What follows belongs to an exercise in optimizing a design on an open flow for small area and a short achievable clock period; a production flow would make more cautious choices.
Where RTL was checked, it was by simulation tests only, not by an equivalence proof against the original.
The clock input has no modelled driver; a real chip could not lean on it and would need a root buffer or a full tree.
No activity file was given, so power comes from the tool's default toggle rates.

rev 12:
// top
module top (
    input clk, rst_n, MOSI, SS_n,
    output MISO
    );
clock: 4.0 ns
lec_check: 0
cap_margin: 20
core_margin: 2
core_utilization: 70
place_density: 0.8
setup_slack_margin: 2.3
slew_margin: 20
standard.sh (not shown) runs the stock make flow with config.mk's settings and CLKGATE_MAP_FILE= SYNTH_SCRIPT=/design/flow/synth_recipe.tcl, a recipe that flattens the netlist after the stock synthesis.
==> flow/flow/run.sh <==
#!/bin/bash
# The standard flow's own layout (standard.sh), with one change in its clock tree synthesis step:
# flow/post_cts.tcl (which runs flow/ctree.tcl), sourced at the end of ORFS's cts.tcl
# (POST_CTS_TCL), replaces the
# clock tree with a two-level one (clock port -> 4 buf_16 buffers -> 96 buf_8 leaf buffers -> flip-flops).
# standard.sh's output goes to standard.log, each tool's to ORFS's own logs under orfs/logs.
set -euo pipefail
export CTS_ARGS="-sink_clustering_enable -repair_clock_nets -sink_clustering_size 26 -sink_clustering_max_diameter 80 -dont_use_dummy_load"
export POST_CTS_TCL="$PWD/flow/post_cts.tcl"
export CTREE_LEAVES=96
export CTREE_TOP=sky130_fd_sc_hd__buf_16
export CTREE_LEAF=sky130_fd_sc_hd__buf_8
bash standard.sh finish > standard.log 2>&1
==> flow/flow/ctree.tcl <==
# Sourced by ORFS's cts.tcl at its end (POST_CTS_TCL), after clock_tree_synthesis,
# repair_timing and detailed_placement. It replaces the clock tree with a two-level one:
#   clock port -> 4 top buffers -> CTREE_LEAVES leaf buffers -> flip-flops
# The flip-flops are split into equal-sized compact groups by recursive bisection, one leaf
# buffer at the centre of each, and the leaf buffers likewise into four groups, one top
# buffer at the centre of each. Then the port buffers get a plain buffer cell, and detailed
# placement and timing repair run again, as cts.tcl does after clock_tree_synthesis.

set ct_block [ord::get_db_block]
set ct_db [ord::get_db]
set ct_clknet [[$ct_block findBTerm clk] getNet]
set ct_nleaf [expr {[info exists ::env(CTREE_LEAVES)] ? $::env(CTREE_LEAVES) : 84}]
set ct_ntop 4
set ct_topcell [expr {[info exists ::env(CTREE_TOP)] ? $::env(CTREE_TOP) : "sky130_fd_sc_hd__clkbuf_16"}]
set ct_leafcell [expr {[info exists ::env(CTREE_LEAF)] ? $::env(CTREE_LEAF) : "sky130_fd_sc_hd__clkbuf_16"}]
# the output pin of a clock buffer (X) or inverter (Y)
proc ct_out {inst} {
  set it [$inst findITerm X]
  if {$it eq "NULL"} { set it [$inst findITerm Y] }
  return $it
}

# every clock buffer and inverter below the port, and every flip-flop clock pin
set ct_bufs {}
set ct_sinks {}
set frontier [list $ct_clknet]
while {[llength $frontier]} {
  set next {}
  foreach net $frontier {
    foreach it [$net getITerms] {
      if {![$it isInputSignal]} { continue }
      set inst [$it getInst]
      set m [[$inst getMaster] getName]
      if {[string match "*clkbuf*" $m] || [string match "*clkinv*" $m]} {
        lappend ct_bufs $inst
        lappend next [[ct_out $inst] getNet]
      } else {
        lappend ct_sinks $it
      }
    }
  }
  set frontier $next
}
puts "ctree: [llength $ct_sinks] clock pins, [llength $ct_bufs] buffers removed"
foreach it $ct_sinks { $it disconnect }
foreach inst $ct_bufs {
  set onet [[ct_out $inst] getNet]
  odb::dbInst_destroy $inst
  if {$onet ne "NULL"} { odb::dbNet_destroy $onet }
}

# items: {x y payload}; split into k groups of equal size by recursive bisection
proc ct_split {items k} {
  if {$k <= 1} { return [list $items] }
  set n [llength $items]
  set xs [lmap i $items {lindex $i 0}]
  set ys [lmap i $items {lindex $i 1}]
  set w [expr {[tcl::mathfunc::max {*}$xs] - [tcl::mathfunc::min {*}$xs]}]
  set h [expr {[tcl::mathfunc::max {*}$ys] - [tcl::mathfunc::min {*}$ys]}]
  set axis [expr {$w >= $h ? 0 : 1}]
  set sorted [lsort -real -index $axis $items]
  set k1 [expr {$k / 2}]
  set n1 [expr {int(round(double($n) * $k1 / $k))}]
  return [concat [ct_split [lrange $sorted 0 [expr {$n1 - 1}]] $k1] \
                 [ct_split [lrange $sorted $n1 end] [expr {$k - $k1}]]]
}
proc ct_centre {items} {
  set sx 0.0; set sy 0.0
  foreach i $items { set sx [expr {$sx + [lindex $i 0]}]; set sy [expr {$sy + [lindex $i 1]}] }
  set n [llength $items]
  return [list [expr {int($sx / $n)}] [expr {int($sy / $n)}]]
}
proc ct_buffer {name cell x y innet} {
  global ct_block ct_db
  set inst [odb::dbInst_create $ct_block [$ct_db findMaster $cell] $name]
  $inst setLocation $x $y
  $inst setPlacementStatus PLACED
  set net [odb::dbNet_create $ct_block "clknet_$name"]
  $net setSigType CLOCK
  [$inst findITerm A] connect $innet
  [ct_out $inst] connect $net
  return $inst
}

set items {}
foreach it $ct_sinks {
  set b [[$it getInst] getBBox]
  lappend items [list [expr {([$b xMin] + [$b xMax]) / 2}] [expr {([$b yMin] + [$b yMax]) / 2}] $it]
}
set leafgroups [ct_split $items $ct_nleaf]

# leaf buffers: first make them (their input nets come later), grouped for the top level
set litems {}
set li 0
foreach g $leafgroups {
  lassign [ct_centre $g] x y
  lappend litems [list $x $y $g $li]
  incr li
}
set topgroups [ct_split $litems $ct_ntop]
set ct_tops {}
set ti 0
foreach tg $topgroups {
  lassign [ct_centre $tg] x y
  set top [ct_buffer "clkbuf_top_$ti" $ct_topcell $x $y $ct_clknet]
  lappend ct_tops $top
  set topnet [[ct_out $top] getNet]
  foreach l $tg {
    lassign $l lx ly g idx
    set leaf [ct_buffer "clkbuf_leaf_$idx" $ct_leafcell $lx $ly $topnet]
    set lnet [[ct_out $leaf] getNet]
    foreach s $g { [lindex $s 2] connect $lnet }
  }
  incr ti
}
puts "ctree: [llength $leafgroups] leaf buffers of [llength [lindex $leafgroups 0]] to [llength [lindex $leafgroups end]] clock pins, $ct_ntop top buffers"

# plain buffers at the ports
foreach inst [$ct_block getInsts] {
  if {[regexp {^(input|output)\d+$} [$inst getName]] && [string match "*clkdlybuf*" [[$inst getMaster] getName]]} {
    $inst swapMaster [$ct_db findMaster sky130_fd_sc_hd__buf_4]
  }
}

proc ct_report {} {
  global ct_tops
  set lat {}
  foreach t $ct_tops {
    set worst 0.0
    set best 1e9
    foreach it [[[ct_out $t] getNet] getITerms] {
      if {![$it isInputSignal]} { continue }
      foreach it2 [[[ct_out [$it getInst]] getNet] getITerms] {
        if {![$it2 isInputSignal]} { continue }
        set a [get_property [get_pins [[$it2 getInst] getName]/[[$it2 getMTerm] getName]] arrival_max_rise]
        if {$a > $worst} { set worst $a }
        if {$a < $best} { set best $a }
      }
    }
    lappend lat [format "%.3f-%.3f" $best $worst]
  }
  puts "ctree: clock pin arrival per top buffer: $lat"
}

detailed_placement
set_propagated_clock [all_clocks]
estimate_parasitics -placement
ct_report
repair_timing_helper
detailed_placement
estimate_parasitics -placement
ct_report
check_placement -verbose
Other scripts of this flow, unchanged in this note and not shown: flow/flow/post_cts.tcl
Rev 12 | stages: all done | timing, DRC, antenna: all pass
[inputs] rev 13 vs rev 12
Settings: changing CORE_UTILIZATION from 70 to 78; changing PLACE_DENSITY from 0.8 to 0.86.
diff --git a/flow/flow/run.sh b/flow/flow/run.sh
--- a/flow/flow/run.sh
+++ b/flow/flow/run.sh
@@ -4,3 +4,3 @@
 # (POST_CTS_TCL), replaces the
-# clock tree with a two-level one (clock port -> 4 buf_16 buffers -> 96 buf_8 leaf buffers -> flip-flops).
+# clock tree with a two-level one (clock port -> 4 buf_16 buffers -> 72 buf_12 leaf buffers -> flip-flops).
 # standard.sh's output goes to standard.log, each tool's to ORFS's own logs under orfs/logs.
@@ -9,5 +9,5 @@
 export POST_CTS_TCL="$PWD/flow/post_cts.tcl"
-export CTREE_LEAVES=96
+export CTREE_LEAVES=72
 export CTREE_TOP=sky130_fd_sc_hd__buf_16
-export CTREE_LEAF=sky130_fd_sc_hd__buf_8
+export CTREE_LEAF=sky130_fd_sc_hd__buf_12
 bash standard.sh finish > standard.log 2>&1
Notes after the runs:
Rev 12 ended up with my_ram.tq[7] as its capture point of the critical path; rev 13 ended up with my_ram.dout[5]. Launch point of the critical path = my_ram.rsel_lo[1]: rev 12; launch point of the critical path = my_ram.wdata[5]: rev 13. On cell area after layout, rev 12 tracks rev 13 almost exactly. NOTE routed wirelength normalized by instance count rev 12->rev 13 increased by more than a quarter. Rev 13 vs rev 12 on worst setup slack: rev 13 is the lower one. Rev 13 vs. rev 12: number of max-slew violations in the final report barely changed; via count moved up. Rev 12 consumes less power than rev 13. Cmp rev 13 and rev 12 / global routing met3 resource utilization / lower: rev 12. Per the comparison of rev 13 with rev 12, global-route usage saw an increase; wire length saw an increase; die area saw a decrease.
In every run of this note, the design's own scripts or RTL, not TritonCTS, make the clock network.


== run 1 ==
Another version of the RTL of top (not shown whole).
Size in the first run: ~2900 cells after synthesis, ~5 I/O pins.
==> flow/design.v (excerpt) <==
module top (
    input clk, rst_n, MOSI, SS_n,
    output MISO
    );
wire [9:0] sr;       
wire ho_d;           
wire ho;             
wire [7:0] tx_data;  
slave dut (
    .MOSI(MOSI),
    .SS_n(SS_n),
    .clk(clk),
    .rst_n(rst_n),
    .tx_data(tx_data),
    .MISO(MISO),
    .ho_d(ho_d),
    .ho(ho),
    .shift_reg(sr)
    );
async_ram_sp my_ram (
    .clk(clk),
    .rst_n(rst_n),
    .MOSI(MOSI),
    .ho_d(ho_d),
    .ho(ho),
    .sr(sr),
    .dout(tx_data)
    );
endmodule
clock: 4.0 ns
lec_check: 0
cap_margin: 20
core_margin: 2
core_utilization: 70
place_density: 0.8
setup_slack_margin: 2.26
slew_margin: 20
==> flow/flow/run.sh <==
#!/bin/bash
# The standard flow's own layout (standard.sh), with one change in its clock tree synthesis step:
# flow/post_cts.tcl (which runs flow/ctree.tcl), sourced at the end of ORFS's cts.tcl
# (POST_CTS_TCL), replaces the
# clock tree with a two-level one (clock port -> 4 buf_16 buffers -> 72 leaf buffers -> flip-flops).
# standard.sh's output goes to standard.log, each tool's to ORFS's own logs under orfs/logs.
set -euo pipefail
export CTS_ARGS="-sink_clustering_enable -repair_clock_nets -sink_clustering_size 26 -sink_clustering_max_diameter 80 -dont_use_dummy_load"
export POST_CTS_TCL="$PWD/flow/post_cts.tcl"
export CTREE_LEAVES=72
export CTREE_TOP=sky130_fd_sc_hd__buf_16
export CTREE_LEAF=sky130_fd_sc_hd__clkbuf_16
bash standard.sh finish > standard.log 2>&1
==> flow/flow/post_cts.tcl <==
# Sourced by ORFS's cts.tcl at its end (POST_CTS_TCL), from inside a proc: run ctree.tcl,
# beside this file, at global level.
uplevel #0 [list source [file join [file dirname [file normalize [info script]]] ctree.tcl]]
Scripts as last shown in full above: flow/flow/ctree.tcl
Run 1 went all the way through the flow, and no timing, DRC or antenna check failed.
Inputs modified between run 1 and run 2:
# run 1
export LEC_CHECK = 0
export CAP_MARGIN = 20
export CORE_MARGIN = 2
export CORE_UTILIZATION = 70
export PLACE_DENSITY = 0.8
export SETUP_SLACK_MARGIN = 2.26
export SLEW_MARGIN = 20
create_clock -name core_clock -period 4.0 [get_ports {clk}]
# run 2
export LEC_CHECK = 0
export CAP_MARGIN = 20
export CORE_MARGIN = 2
export CORE_UTILIZATION = 70
export PLACE_DENSITY = 0.8
export SETUP_SLACK_MARGIN = 2.3
export SLEW_MARGIN = 20
create_clock -name core_clock -period 4.0 [get_ports {clk}]
-- flow/flow/run.sh --
<<< run 1, line 5
# clock tree with a two-level one (clock port -> 4 buf_16 buffers -> 72 leaf buffers -> flip-flops).
>>> run 2, line 5
# clock tree with a two-level one (clock port -> 4 buffers -> 72 leaf buffers -> flip-flops).
<<< run 1, line 11
export CTREE_TOP=sky130_fd_sc_hd__buf_16
>>> run 2, line 11
export CTREE_TOP=sky130_fd_sc_hd__clkbuf_16
--- outcome ---
For final core area utilization, run 2 and run 1 come out practically identical.
Run 2 vs run 1, top routing layer in use: met4 vs met5
Run 2 -> run 1: leakage power flat
Per the comparison of run 2 with run 1, power stayed essentially flat, power dissipated by switching net loads stayed essentially flat, power density normalized to cell area fell by about 0.36%.
Input changes introduced in run 3 (baseline for comparison: run 2):
-- flow/flow/run.sh --
<<< run 2, line 5
# clock tree with a two-level one (clock port -> 4 buffers -> 72 leaf buffers -> flip-flops).
>>> run 3, line 5
# clock tree with a two-level one (clock port -> 4 buf_16 buffers -> 72 leaf buffers -> flip-flops).
<<< run 2, line 11
export CTREE_TOP=sky130_fd_sc_hd__clkbuf_16
>>> run 3, line 11
export CTREE_TOP=sky130_fd_sc_hd__buf_16
[summary]
Per the final summary, run 3 finished and its layout is clean on timing, DRC and antenna. Total power: run 3 vs run 2, no meaningful difference. Compared to run 2, run 3 has number of global-route vias before repair 83 lower. Between run 2 and run 3, the sequential fraction of total cell area does not differ in any meaningful way. Summed area of non-filler cells in the final layout essentially unchanged between run 3 and run 2. Run 3 -> run 2: routed wire length flat. Cell count across run 2 and run 3: no real change. On final period demand of the worst path: run 3 sits above run 2. Any difference in combinational group share of total power between run 3 and run 2 is small enough to ignore. In terms of clock group share of total power, run 3 and run 2 differ only marginally. ~same area used by multi-input combinational logic in run 2 and run 3. A destination of the critical timing path of MISO is what run 2 shows, while my_ram.tq[0]$_DFF_P_ belongs to run 3.
For run 4, these inputs were changed with respect to run 3:
# run 3
export LEC_CHECK = 0
export CAP_MARGIN = 20
export CORE_MARGIN = 2
export CORE_UTILIZATION = 70
export PLACE_DENSITY = 0.8
export SETUP_SLACK_MARGIN = 2.3
export SLEW_MARGIN = 20
create_clock -name core_clock -period 4.0 [get_ports {clk}]
# run 4
export LEC_CHECK = 0
export CAP_MARGIN = 20
export CORE_MARGIN = 2
export CORE_UTILIZATION = 70
export PLACE_DENSITY = 0.8
export SETUP_SLACK_MARGIN = 2.26
export SLEW_MARGIN = 20
create_clock -name core_clock -period 4.0 [get_ports {clk}]
-- flow/flow/run.sh --
<<< run 3, line 5
# clock tree with a two-level one (clock port -> 4 buf_16 buffers -> 72 leaf buffers -> flip-flops).
>>> run 4, line 5
# clock tree with a two-level one (clock port -> 4 buffers -> 72 leaf buffers -> flip-flops).
<<< run 3, line 11
export CTREE_TOP=sky130_fd_sc_hd__buf_16
>>> run 4, line 11
export CTREE_TOP=sky130_fd_sc_hd__clkbuf_16
Findings:
Run 4 went all the way through synthesis, placement and routing and the layout is clean on timing, DRC and antenna.
Run 4 against run 3: half-perimeter wire length after placement increased by 1.1% relative to the old numbers; global placement routability congestion essentially unchanged; cell area after layout neither gained nor lost much; post-route minimum period went down 0.058 ns.
Sequential share of layout area ends up higher on run 4.
Run comparison: run 3 critical path's slowest cell sky130_fd_sc_hd__a222oi_1; run 4 critical path's slowest cell sky130_fd_sc_hd__dfxtp_1
Compared run 4 against run 3; power within noise.
Run 3 vs run 4, classification of the worst setup path: reg2reg vs reg2out
Looking at highest metal layer used by the detailed router, the met5 result is from run 4; the met4 one comes from run 3.
[compare] base=run 3 new=run 4: total number of vias decreased by about 0.9% relative to the old numbers; global-route wire length before repair closely matched the old numbers; all-layer global routing usage closely matched the old numbers.
Setup WNS run 3 -> run 4: better
Start point of the critical path = dut.MISO$_SDFF_PN0_: run 4; start point of the critical path = my_ram.rsel_hi[2]$_SDFF_PP0_: run 3
No run of this note takes its clock network from TritonCTS; it comes from the design's own scripts or RTL.


## v6
Another version of the RTL of top (not shown whole).
For scale: about 2800 cells after synthesis, roughly 2200 flip-flops.
clock: 4.0 ns
lec_check: 0
cap_margin: 20
core_margin: 2
core_utilization: 70
place_density: 0.8
setup_slack_margin: 2.26
slew_margin: 20
==> flow/flow/run.sh <==
#!/bin/bash
# The standard flow's own layout (standard.sh), with one change in its clock tree synthesis step:
# flow/post_cts.tcl (which runs flow/ctree.tcl), sourced at the end of ORFS's cts.tcl
# (POST_CTS_TCL), replaces the
# clock tree with a two-level one (clock port -> 4 buffers -> 72 leaf buffers -> flip-flops).
# standard.sh's output goes to standard.log, each tool's to ORFS's own logs under orfs/logs.
set -euo pipefail
export CTS_ARGS="-sink_clustering_enable -repair_clock_nets -sink_clustering_size 26 -sink_clustering_max_diameter 80 -dont_use_dummy_load"
export POST_CTS_TCL="$PWD/flow/post_cts.tcl"
export CTREE_LEAVES=72
export CTREE_TOP=sky130_fd_sc_hd__clkbuf_16
export CTREE_LEAF=sky130_fd_sc_hd__clkbuf_16
bash standard.sh finish > standard.log 2>&1
Scripts as last shown in full above: flow/flow/ctree.tcl, flow/flow/post_cts.tcl
The flow for v6 finished, though final verification flagged antenna violations.
[inputs] v7 vs v6
- SETUP_SLACK_MARGIN now 2.3, was 2.26
--- outcome ---
v7: all stages complete, timing, DRC and antenna checks passed
Looking at v7 and v6, the share of cell area taken by flip-flops and latches is a wash.
v6 has lower wire length per cell than v7.
Diff v6 -> v7: cell area did not really move; global-route usage went up.
Function was not checked in any run of this note: the RTL went through the layout flow alone. In every run of this note, the design's own scripts or RTL, not TritonCTS, make the clock network.

==> what the ideal ports hide <==
Ports are ideal in the flow. The routed layouts listed here were re-timed in OpenROAD.
Step 1, drivers: a clkbuf_16 drives clk and a buf_2 each remaining input, both assumed.
Step 2 adds t to the input delays and takes it off the output delays; t is the mean of the earliest and latest rising clock arrival at the registers after step 1. Input paths then give back, and output paths get back, about the clock's delay inside the block.
Slacks: ideal ports / drivers / drivers and shift; pairs: ideal ports / drivers.
run | t, ns | setup slack, ns | worst setup path at the end
rev 12 | 0.609 | 2.282 / 2.146 / 1.950 | input to register
rev 13 | 0.615 | 2.038 / 2.038 / 1.714 | input to register
run 1 | 0.619 | 2.278 / 2.141 / 2.010 | input to register
run 2 | 0.632 | 2.261 / 2.125 / 2.053 | input to register
run 3 | 0.623 | 2.200 / 2.125 / 2.064 | input to register
run 4 | 0.626 | 2.258 / 2.131 / 2.011 | input to register
v6 | 0.627 | 2.182 / 2.125 / 1.661 | input to register
v7 | 0.635 | 2.208 / 2.094 / 1.697 | input to register
The setup slack of v6, which loses most, moves by -0.057 ns with the drivers and by -0.521 ns with both steps.
